From an optimization exercise on the open Yosys and OpenROAD flow, aimed at small area, a short achievable clock period and few clock cycles per item; shortcuts taken in it are not production practice. Where RTL was checked, it was by simulation tests only, not by an equivalence proof against the original.

==> inputs of wip/juniper <==
==> flow/design.v <==
module top(
    input clk,
    input rst_n,
    input start,
    input Clr,
    output [191:0] C,
    output done,
    output [31:0] mem_address,
    output mem_read,
    input [63:0] mem_readdata,
    input mem_readdatavalid,
    input mem_waitrequest
);
    logic       run;        
    logic       rd_q;       
    logic [3:0] addr;       
    logic       have_b;     
    logic       done_q;
    logic       l_full;     
    logic       r_busy;     
    logic [1:0] r_cnt;      
    logic [2:0] rotcnt;     
    logic       a_v, a_first, a_last;   
    logic       b_last;     
    logic       u_acc0, u_acc1, u_rs;   
    wire accept = rd_q & ~mem_waitrequest;
    wire row_v  = mem_readdatavalid & have_b;
    wire b_v    = mem_readdatavalid & ~have_b;
    wire r_end  = r_busy & (r_cnt == 2'd3);
    wire r_take_l  = r_end & l_full;
    wire r_take_rd = row_v & (~r_busy | (r_end & ~l_full));
    wire l_load    = row_v & ~r_take_rd;
    wire rot    = b_last;
    logic [3:0] addr_n;
    logic       l_full_n;
    always_comb begin
        addr_n = accept ? addr + 4'd1 : addr;
        l_full_n = l_load | (l_full & ~r_take_l);
    end
    always_ff @(posedge clk, negedge rst_n) begin
        if (!rst_n) begin
            run <= 1'b0;
            rd_q <= 1'b0;
            addr <= 4'd0;
            have_b <= 1'b0;
            done_q <= 1'b0;
            l_full <= 1'b0;
            r_busy <= 1'b0;
            r_cnt <= 2'd0;
            rotcnt <= 3'd0;
            a_v <= 1'b0;
            a_first <= 1'b0;
            a_last <= 1'b0;
            b_last <= 1'b0;
            u_acc0 <= 1'b0;
            u_acc1 <= 1'b0;
            u_rs <= 1'b0;
        end else begin
            if (start) begin
                run <= 1'b1;
                rd_q <= 1'b1;
                addr <= 4'd0;
                have_b <= 1'b0;
                done_q <= 1'b0;
                rotcnt <= 3'd0;
            end else begin
                addr <= addr_n;
                if (!run) done_q <= 1'b1;
                rd_q <= run & (addr_n != 4'd9)
                      & (~l_full_n | (r_busy & (r_cnt == 2'd2) & ~r_take_rd));
                if (b_v) have_b <= 1'b1;
                if (rot) begin
                    rotcnt <= rotcnt + 3'd1;
                    if (rotcnt == 3'd7) begin
                        done_q <= 1'b1;
                        run <= 1'b0;
                    end
                end
            end
            l_full <= l_full_n;
            if (r_take_rd | r_take_l) begin
                r_busy <= 1'b1;
                r_cnt <= 2'd0;
            end else if (r_busy) begin
                r_cnt <= r_cnt + 2'd1;
                if (r_cnt == 2'd3) r_busy <= 1'b0;
            end
            a_v <= r_busy;
            a_first <= r_busy & (r_cnt == 2'd0);
            a_last <= r_end;
            b_last <= a_v & a_last;
            u_acc0 <= (r_busy & (r_cnt == 2'd0)) & ~(a_v & a_last);
            u_acc1 <= (r_busy & (r_cnt == 2'd0)) & (a_v & a_last);
            u_rs <= ~(r_busy & (r_cnt == 2'd0));
        end
    end
    assign mem_read = rd_q;
    assign mem_address = {28'd0, addr};
    assign done = done_q;
    logic [63:0] L, R, bv;
    logic [9:0]  t3a, t3b;      
    always_ff @(posedge clk) begin
        if (l_load) L <= mem_readdata;
        if (r_take_rd) R <= mem_readdata;
        else if (r_take_l) R <= L;
        else R <= {16'd0, R[63:16]};
        if (b_v) bv <= mem_readdata;
        else if (r_busy) bv <= {bv[15:0], bv[63:16]};
    end
    wire [15:0] b_next = r_busy ? bv[31:16] : bv[15:0];
    always_ff @(posedge clk) begin
        t3a <= {2'b00, b_next[7:0]} + {1'b0, b_next[7:0], 1'b0};
        t3b <= {2'b00, b_next[15:8]} + {1'b0, b_next[15:8], 1'b0};
    end
    function automatic [9:0] pick(input [1:0] d, input [7:0] bb, input [9:0] bb3);
        case (d)
            2'd0: pick = 10'd0;
            2'd1: pick = {2'b00, bb};
            2'd2: pick = {1'b0, bb, 1'b0};
            default: pick = bb3;
        endcase
    endfunction
    wire [16:0] r0 = {7'd0, pick(R[1:0],   bv[7:0],  t3a)};
    wire [16:0] r1 = {5'd0, pick(R[3:2],   bv[7:0],  t3a), 2'd0};
    wire [16:0] r2 = {3'd0, pick(R[5:4],   bv[7:0],  t3a), 4'd0};
    wire [16:0] r3 = {1'd0, pick(R[7:6],   bv[7:0],  t3a), 6'd0};
    wire [16:0] r4 = {7'd0, pick(R[9:8],   bv[15:8], t3b)};
    wire [16:0] r5 = {5'd0, pick(R[11:10], bv[15:8], t3b), 2'd0};
    wire [16:0] r6 = {3'd0, pick(R[13:12], bv[15:8], t3b), 4'd0};
    wire [16:0] r7 = {1'd0, pick(R[15:14], bv[15:8], t3b), 6'd0};
    function automatic [47:0] csa(input [23:0] x, input [23:0] y, input [23:0] z);
        csa = {x ^ y ^ z, (x[22:0] & y[22:0]) | (x[22:0] & z[22:0]) | (y[22:0] & z[22:0]), 1'b0};
    endfunction
    logic [23:0] q0, q1, q2, q3;
    wire  [23:0] s1, c1, s2, c2;
    assign {s1, c1} = csa({7'd0, r0}, {7'd0, r1}, {7'd0, r2});
    assign {s2, c2} = csa({7'd0, r4}, {7'd0, r5}, {7'd0, r6});
    always_ff @(posedge clk) begin
        {q0, q1} <= csa(s1, c1, {7'd0, r3});
        {q2, q3} <= csa(s2, c2, {7'd0, r7});
    end
    logic [7:0][23:0] acc;
    logic [23:0] rs_s, rs_c;
    wire  [23:0] u_s = ({24{u_acc0}} & acc[0]) | ({24{u_acc1}} & acc[1]) | ({24{u_rs}} & rs_s);
    wire  [23:0] u_c = {24{u_rs}} & rs_c;
    wire  [23:0] s3, c3, s4, c4, s5, c5;
    assign {s3, c3} = csa(q0, q1, q2);
    assign {s4, c4} = csa(s3, c3, q3);
    assign {s5, c5} = csa(s4, c4, u_c);
    always_ff @(posedge clk) {rs_s, rs_c} <= csa(s5, c5, u_s);
    wire clr = Clr | ~rst_n;
    wire [23:0] sum = rs_s + rs_c;
    always_ff @(posedge clk) begin
        if (clr) begin
            for (int i = 0; i < 8; i++) acc[i] <= 24'd0;
        end else if (rot) begin
            for (int i = 0; i < 7; i++) acc[i] <= acc[i+1];
            acc[7] <= sum;
        end
    end
    assign C = acc;
endmodule
==> flow/flow/run.sh <==
#!/bin/bash
# The standard layout (the standard.sh), with sky130_fd_sc_hd__buf_1 as
# the buffer that buffer_ports puts on every input and output port.
set -o pipefail
export BUFFER_PORTS_ARGS="-buffer_cell sky130_fd_sc_hd__buf_1"
bash standard.sh 2>&1 | tee standard.log
==> flow/standard.sh <==
#!/bin/bash
# synth_recipe.tcl (not shown) runs the flow's synth.tcl, then flattens the netlist and writes it again
# the make line also repeats each setting of config.mk as NAME=value (left out here)
make -C /OpenROAD-flow-scripts/flow DESIGN_CONFIG=/design/flow/config.mk WORK_HOME=/design/flow/orfs CLKGATE_MAP_FILE= SYNTH_SCRIPT=/design/flow/synth_recipe.tcl "${@:-finish}"
==> flow/config.mk <==
export PLATFORM = sky130hd
export DESIGN_NAME = top
export DESIGN_NICKNAME = top
export VERILOG_FILES = /design/flow/design.v
export SDC_FILE = /design/flow/constraint.sdc
export NUM_CORES = 4
export LEC_CHECK = 0
export CAP_MARGIN = 20
export CORE_MARGIN = 2
export CORE_UTILIZATION = 40
export CTS_CLUSTER_DIAMETER = 100
export CTS_CLUSTER_SIZE = 30
export SETUP_SLACK_MARGIN = 3.5
export SLEW_MARGIN = 20
==> flow/constraint.sdc <==
create_clock -name core_clock -period 6.0 [get_ports {clk}]
set_input_delay 1.2000 -clock core_clock [delete_from_list [all_inputs] [get_ports {clk}]]
set_output_delay 1.2000 -clock core_clock [all_outputs]
set_load 0.01 [all_outputs]
==> wip/umber (differences from wip/juniper) <==
==> flow/design.v, changed modules only <==
module top(
    input clk,
    input rst_n,
    input start,
    input Clr,
    output [191:0] C,
    output done,
    output [31:0] mem_address,
    output mem_read,
    input [63:0] mem_readdata,
    input mem_readdatavalid,
    input mem_waitrequest
);
    logic       run;        
    logic       rd_q;       
    logic [3:0] addr;       
    logic       have_b;     
    logic       done_q;
    logic       l_full;     
    logic       r_busy;     
    logic [1:0] r_cnt;      
    logic [2:0] rotcnt;     
    logic       a_v, a_last;   
    wire accept = rd_q & ~mem_waitrequest;
    wire row_v  = mem_readdatavalid & have_b;
    wire b_v    = mem_readdatavalid & ~have_b;
    wire r_end  = r_busy & (r_cnt == 2'd3);
    wire r_take_l  = r_end & l_full;
    wire r_take_rd = row_v & (~r_busy | (r_end & ~l_full));
    wire l_load    = row_v & ~r_take_rd;
    wire rot    = a_v & a_last;
    logic [3:0] addr_n;
    logic       l_full_n;
    always_comb begin
        addr_n = accept ? addr + 4'd1 : addr;
        l_full_n = l_load | (l_full & ~r_take_l);
    end
    always_ff @(posedge clk, negedge rst_n) begin
        if (!rst_n) begin
            run <= 1'b0;
            rd_q <= 1'b0;
            addr <= 4'd0;
            have_b <= 1'b0;
            done_q <= 1'b1;
            l_full <= 1'b0;
            r_busy <= 1'b0;
            r_cnt <= 2'd0;
            rotcnt <= 3'd0;
            a_v <= 1'b0;
            a_last <= 1'b0;
        end else begin
            if (start) begin
                run <= 1'b1;
                rd_q <= 1'b1;
                addr <= 4'd0;
                have_b <= 1'b0;
                done_q <= 1'b0;
                rotcnt <= 3'd0;
            end else begin
                addr <= addr_n;
                rd_q <= run & (addr_n != 4'd9) & ~l_full_n;
                if (b_v) have_b <= 1'b1;
                if (rot) begin
                    rotcnt <= rotcnt + 3'd1;
                    if (rotcnt == 3'd7) begin
                        done_q <= 1'b1;
                        run <= 1'b0;
                    end
                end
            end
            l_full <= l_full_n;
            if (r_take_rd | r_take_l) begin
                r_busy <= 1'b1;
                r_cnt <= 2'd0;
            end else if (r_busy) begin
                r_cnt <= r_cnt + 2'd1;
                if (r_cnt == 2'd3) r_busy <= 1'b0;
            end
            a_v <= r_busy;
            a_last <= r_end;
        end
    end
    assign mem_read = rd_q;
    assign mem_address = {28'd0, addr};
    assign done = done_q;
    logic [63:0] L, R, bv;
    logic [9:0]  t3a, t3b;      
    logic [16:0] ps, pc;        
    always_ff @(posedge clk) begin
        if (l_load) L <= mem_readdata;
        if (r_take_rd) R <= mem_readdata;
        else if (r_take_l) R <= L;
        else R <= {16'd0, R[63:16]};
        if (b_v) bv <= mem_readdata;
        else if (r_busy) bv <= {bv[15:0], bv[63:16]};
    end
    wire [15:0] b_next = r_busy ? bv[31:16] : bv[15:0];
    always_ff @(posedge clk) begin
        t3a <= {2'b00, b_next[7:0]} + {1'b0, b_next[7:0], 1'b0};
        t3b <= {2'b00, b_next[15:8]} + {1'b0, b_next[15:8], 1'b0};
    end
    function automatic [9:0] pick(input [1:0] d, input [7:0] bb, input [9:0] bb3);
        case (d)
            2'd0: pick = 10'd0;
            2'd1: pick = {2'b00, bb};
            2'd2: pick = {1'b0, bb, 1'b0};
            default: pick = bb3;
        endcase
    endfunction
    wire [16:0] r0 = {7'd0, pick(R[1:0],   bv[7:0],  t3a)};
    wire [16:0] r1 = {5'd0, pick(R[3:2],   bv[7:0],  t3a), 2'd0};
    wire [16:0] r2 = {3'd0, pick(R[5:4],   bv[7:0],  t3a), 4'd0};
    wire [16:0] r3 = {1'd0, pick(R[7:6],   bv[7:0],  t3a), 6'd0};
    wire [16:0] r4 = {7'd0, pick(R[9:8],   bv[15:8], t3b)};
    wire [16:0] r5 = {5'd0, pick(R[11:10], bv[15:8], t3b), 2'd0};
    wire [16:0] r6 = {3'd0, pick(R[13:12], bv[15:8], t3b), 4'd0};
    wire [16:0] r7 = {1'd0, pick(R[15:14], bv[15:8], t3b), 6'd0};
    function automatic [33:0] csa(input [16:0] x, input [16:0] y, input [16:0] z);
        csa = {x ^ y ^ z, (x[15:0] & y[15:0]) | (x[15:0] & z[15:0]) | (y[15:0] & z[15:0]), 1'b0};
    endfunction
    wire [16:0] s1, c1, s2, c2, s3, c3, s4, c4, s5, c5, s6, c6;
    assign {s1, c1} = csa(r0, r1, r2);
    assign {s2, c2} = csa(r4, r5, r6);
    assign {s3, c3} = csa(s1, c1, s2);
    assign {s4, c4} = csa(c2, r3, r7);
    assign {s5, c5} = csa(s3, c3, s4);
    assign {s6, c6} = csa(s5, c5, c4);
    always_ff @(posedge clk) begin
        ps <= s6;
        pc <= c6;
    end
    logic [7:0][23:0] acc;
    wire clr = Clr | ~rst_n;
    wire [23:0] hd  = acc[0];
    wire [23:0] xs = hd ^ {7'd0, ps} ^ {7'd0, pc};
    wire [23:0] yc = {(hd[22:0] & {6'd0, ps}) | (hd[22:0] & {6'd0, pc}) | ({6'd0, ps} & {6'd0, pc}), 1'b0};
    wire [23:0] sum = xs + yc;
    always_ff @(posedge clk) begin
        if (clr) begin
            for (int i = 0; i < 8; i++) acc[i] <= 24'd0;
        end else if (rot) begin
            for (int i = 0; i < 7; i++) acc[i] <= acc[i+1];
            acc[7] <= sum;
        end else if (a_v) begin
            acc[0] <= sum;
        end
    end
    assign C = acc;
endmodule
==> flow/run.sh (new file) <==
#!/bin/bash
# synth_recipe.tcl (not shown) runs the flow's synth.tcl, then flattens the netlist and writes it again
# the make line also repeats each setting of config.mk as NAME=value (left out here)
make -C /OpenROAD-flow-scripts/flow DESIGN_CONFIG=/design/flow/config.mk WORK_HOME=/design/flow/orfs CLKGATE_MAP_FILE= SYNTH_SCRIPT=/design/flow/synth_recipe.tcl finish
- CTS_CLUSTER_DIAMETER: 100 -> unset
- CTS_CLUSTER_SIZE: 30 -> unset
removed: flow/flow/run.sh
removed: flow/standard.sh
==> flow_summary.toml <==
[outcome]
status = "timing/DRC/antenna clean"

[critical_path]
r2r_start = "rs_c[1]"
rr_worst_depth = 10
path_depth = 10

[floorplan]
tap_cells = 765
die_w_um = 246
dieArea_um2 = 60700

[global_routing]
grtUsageTotal_pct = 17.1
met2_usage_pct = 28.8

[final_layout]
final_cell_mix = "dfxtp_1 (366), buf_1 (264), mux2i_1 (245)"
seqCellArea_um2 = 11900
buffers = 300

[drt]
routedWlPerCell_um = 17.9

[logic_synthesis]
synth_top_family_by_area = "multiplexers"
yosys.area_share.xor_xnor_pct = 1.19
ys_seq_area_share_pct = 50.7

[pwr]
power.density_nw_per_um2 = 459
p_sw_share_pct = 36.2
[end of results for wip/juniper]
==> flow_summary.toml <==
[final_layout]
final_cell_mix = "nand2_1 (408), dfxtp_1 (205), a21oi_1 (167)"
buffers = 396
seq_share_pct = 38.5
seqCellArea_um2 = 10600

[floorplan]
tap_cells = 680
die_w_um = 233
dieArea_um2 = 54100

[logic_synthesis]
yosys.area_share.xor_xnor_pct = 1.38
ys_seq_area_share_pct = 49.8
synth_top_family_by_area = "compound AO/OA/AOI/OAI gates"

[global_routing]
grtUsageTotal_pct = 21.4
grt_max_degree = 97
met2_usage_pct = 36.4

[sta]
fin_crit_ns = 3.16

[pwr]
p_sw_share_pct = 36.9
power.density_nw_per_um2 = 494
seqPwrFrac_pct = 32.8

[outcome]
status = "timing/DRC/antenna clean"

[critical_path]
r2r_start = "bv[5]"

[clocking]
hold_buffers = 0
[end of results for wip/umber]
Testbench counts of wip/juniper, summed over its fixed seeds: cycles 11,161, items 192.
Function not checked in wip/umber: the RTL went through the layout flow alone.

==> port drivers added, routing unchanged <==
How much do the figures lean on ideal ports? The routed layouts below were timed once more, with nothing changed but the port constraints.
Step 1, drivers: a clkbuf_16 drives clk and a buf_2 each remaining input, both assumed.
Step 2, shift: input delay + t, output delay - t, t = (earliest + latest rising clock arrival at the registers) / 2. This alone moves slack from input paths to output paths.
a / b / c = no drivers / after step 1 / after step 2; a / b = the first two.
run | shift t [ns] | setup slack, ns | worst hold slack (ns) | latest minus earliest clock arrival (ns) | worst register clock-pin slew, ns
wip/juniper | 0.637 | 3.507 / 3.494 / 3.021 | 0.468 / 0.449 / 0.468 | 0.022 / 0.022 | 0.11 / 0.11
wip/umber | 0.635 | 2.837 / 2.837 / 2.672 | 0.454 / 0.454 / 0.454 | 0.029 / 0.029 | 0.06 / 0.06
After both steps every run listed still meets setup and hold. The setup slack of wip/juniper, which loses most, moves by -0.013 ns with the drivers and by -0.486 ns with both steps.
